This is an optimization exercise on Yosys and OpenROAD, whose aim is small area, a short achievable clock period and few clock cycles, not a production implementation.
Function was checked by simulation only, so behaviour that the tests miss may differ from the original.

the baseline:
==> flow/design.v (excerpt) <==
module Architecture #(parameter NX = 6, parameter NH = 4, parameter BITS = 16) (
	input								clk,
	input								rst,
	input								TR,
	input								VL,
	input	[NX-1:0][BITS-1:0]			x,
	input	[BITS-1:0]					y,
	input	[BITS-1:0]					lr,
	output	[BITS-1:0]					yhat,
	output	[BITS-1:0]					Error,
	output								S_Train,
	output								S_Error,
	output	[NH-1:0][NX:0][BITS-1:0]	WH,
	output	[NH:0][BITS-1:0]			WO
);
localparam [NH*(NX+1)*BITS-1:0] WH_INIT = {
	112'h0072_fff0_0021_fff7_ff60_ffd8_ffb6,
	112'h000c_011c_ff4d_003a_0116_ffe9_ffc3,
	112'h00ae_0087_fed4_0011_ff5d_ffd9_002d,
	112'hffc9_ff96_001d_0037_00d5_ff7c_ff9a
};
localparam [(NH+1)*BITS-1:0] WO_INIT = 80'hffca_006f_0047_0008_0000;
function [23:0] benc;
	input [15:0] b;
	integer k;
	reg b0, b1, b2;
	begin
		for (k = 0; k < 8; k = k + 1) begin
			b0 = (k == 0) ? 1'b0 : b[2*k-1];
			b1 = b[2*k];
			b2 = b[2*k+1];
			benc[3*k]   = b1 ^ b0;
			benc[3*k+1] = (b2 & ~b1 & ~b0) | (~b2 & b1 & b0);
			benc[3*k+2] = b2 & ~(b1 & b0);
		end
	end
endfunction
reg [14:0] s;			 
reg        mode_tr;		 
  ...
==> flow/config.mk <==
export PLATFORM = sky130hd
export DESIGN_NAME = Architecture
export DESIGN_NICKNAME = Architecture
export VERILOG_FILES = /design/flow/design.v
export SDC_FILE = /design/flow/constraint.sdc
export NUM_CORES = 4
export LEC_CHECK = 0
export CAP_MARGIN = 20
export CELL_PAD_IN_SITES_DETAIL_PLACEMENT = 1
export CELL_PAD_IN_SITES_GLOBAL_PLACEMENT = 2
export CORE_MARGIN = 2
export CORE_UTILIZATION = 30
export PLACE_DENSITY = 0.5
export SETUP_SLACK_MARGIN = 5
export SLEW_MARGIN = 20
==> flow/constraint.sdc <==
create_clock -name core_clock -period 12.0 [get_ports {clk}]
set_input_delay 2.4000 -clock core_clock [delete_from_list [all_inputs] [get_ports {clk}]]
set_output_delay 2.4000 -clock core_clock [all_outputs]
set_load 0.01 [all_outputs]
run.sh (not shown) runs the stock make flow with config.mk's settings and CLKGATE_MAP_FILE= SYNTH_SCRIPT=/design/flow/synth_recipe.tcl, a recipe that flattens the netlist after the stock synthesis.
Testbench counts of the baseline, summed over its fixed seeds: cycles 19,446.
Input-level comparison between the candidate and the baseline:
# the baseline
export LEC_CHECK = 0
export CAP_MARGIN = 20
export CELL_PAD_IN_SITES_DETAIL_PLACEMENT = 1
export CELL_PAD_IN_SITES_GLOBAL_PLACEMENT = 2
export CORE_MARGIN = 2
export CORE_UTILIZATION = 30
export PLACE_DENSITY = 0.5
export SETUP_SLACK_MARGIN = 5
export SLEW_MARGIN = 20
create_clock -name core_clock -period 12.0 [get_ports {clk}]
# the candidate
export LEC_CHECK = 0
export CAP_MARGIN = 20
export CELL_PAD_IN_SITES_DETAIL_PLACEMENT = 1
export CELL_PAD_IN_SITES_GLOBAL_PLACEMENT = 2
export CORE_MARGIN = 2
export CORE_UTILIZATION = 30
export PLACE_DENSITY = 0.5
export SLEW_MARGIN = 20
create_clock -name core_clock -period 12.0 [get_ports {clk}]
### Flow results
From the baseline to the candidate, width of the die did not move at all. Delta(area overhead of the layout relative to synthesis, the candidate - the baseline) < 0. Going from the baseline to the candidate, number of antenna violations at the first check in global routing grew by more than a quarter. Compare the baseline and the candidate | worst path setup slack after routing lower: the candidate.

========
run A:
Architecture, a different RTL version from the one above (not shown whole).
For scale: about 12000 cells after synthesis, roughly 690 I/O pins, about 0.11 mm2 of cells after synthesis.
Settings: LEC_CHECK=0, CAP_MARGIN=40, CELL_PAD_IN_SITES_DETAIL_PLACEMENT=1, CELL_PAD_IN_SITES_GLOBAL_PLACEMENT=2, CORE_MARGIN=2, CORE_UTILIZATION=30, PLACE_DENSITY=0.5, SLEW_MARGIN=60; clock period 12.0 ns.
standard.sh (not shown) runs the stock make flow with config.mk's settings and CLKGATE_MAP_FILE= SYNTH_SCRIPT=/design/flow/synth_recipe.tcl, a recipe that flattens the netlist after the stock synthesis.
==> flow/flow/run.sh <==
#!/bin/bash
# The standard layout, with timing repair asked for 8.0 ns of setup slack
# (the clock and the constraints are the design's; only the repair effort differs).
set -euo pipefail
bash standard.sh SETUP_SLACK_MARGIN=8.0 finish > standard_flow.log 2>&1
Testbench counts of run A, summed over its fixed seeds: cycles 25,928.
> inputs changed (run A -> run B)
==> flow/flow/run.sh <==
#!/bin/bash
# The standard layout, with timing repair asked for 8.5 ns of setup slack
# (the clock and the constraints are the design's; only the repair effort differs).
set -euo pipefail
bash standard.sh SETUP_SLACK_MARGIN=8.5 finish > standard_flow.log 2>&1
Results
Comparing run B and run A, the higher wire length was measured on run B.
As far as leftover overflow at the end of global routing is concerned, run A and run B perform about the same.
Higher worst hold slack after final layout was reported by run A, not run B.
In the metrics for run B and run A, the one carrying the lower worst-case setup slack after placement is run A.
Per the comparison of run B with run A, H-tree depth level; synthesized cell count level.
What run C does differently from run B at the input level:
==> flow/flow/run.sh <==
#!/bin/bash
# The standard layout, with timing repair asked for 7.5 ns of setup slack
# (the clock and the constraints are the design's; only the repair effort differs).
set -euo pipefail
bash standard.sh SETUP_SLACK_MARGIN=7.5 finish > standard_flow.log 2>&1
==> comparison <==
- Clock network contribution to total cell area delta for run C relative to run B: 0.61 points higher
- Between run B and run C, final worst-path cycle share is higher for run B, run C comes in under that.
- Delta (run C minus run B): maximum frequency +about 3%; wire length of the first global-routing pass saw a decrease.
- Layout-stage area growth over the synthesis result is higher on run B
Here is what was changed in the inputs of run D compared with run C.
==> flow/flow/run.sh <==
#!/bin/bash
# The standard layout, with timing repair asked for 7 ns of setup slack
# (the clock and the constraints are the design's; only the repair effort differs).
set -euo pipefail
bash standard.sh SETUP_SLACK_MARGIN=7.0 finish > standard_flow.log 2>&1
==> comparison <==
NOTE: via count in run D falls short of that of run C. Taking run C as the reference, in run D global-route usage comparable, arrival time reported for the critical path endpoint +280 ps, proportion of synthesized flip-flops having asynchronous set or reset saw little to no change. Run D against run C: wire length barely changed, number of global-route vias before repair was more or less identical. From run C to run D the numbers moved as follows: smallest hold slack decreased by 15 ps relative to the old numbers, total clock buffers created by CTS decreased by 1.6% relative to the old numbers.

==> static timing again, ports no longer ideal <==
Ports are ideal in the flow. The routed layouts listed here were re-timed in OpenROAD. Step 1, drivers: a clkbuf_16 drives clk and a buf_2 each remaining input, both assumed. Step 2 also shifts input and output timing later by t, the mid clock arrival at the registers, as if the neighbouring blocks saw the same clock. Slacks: ideal / step 1 / step 2; pairs: ideal / step 1.
run	t, ns	slack for setup (ns)	worst hold slack (ns)
the baseline	0.974	1.524 / 1.524 / 1.524	0.476 / 0.476 / 0.476
the candidate	0.975	0.835 / 0.835 / 0.835	0.495 / 0.495 / 0.495
run A	1.035	7.232 / 7.232 / 7.232	0.438 / 0.438 / 0.438
run B	1.026	7.123 / 7.123 / 7.123	0.430 / 0.430 / 0.430
run C	1.010	7.259 / 7.259 / 7.259	0.445 / 0.445 / 0.445
run D	1.011	7.001 / 7.001 / 7.001	0.430 / 0.430 / 0.430
After both steps setup and hold are still met in every run listed.
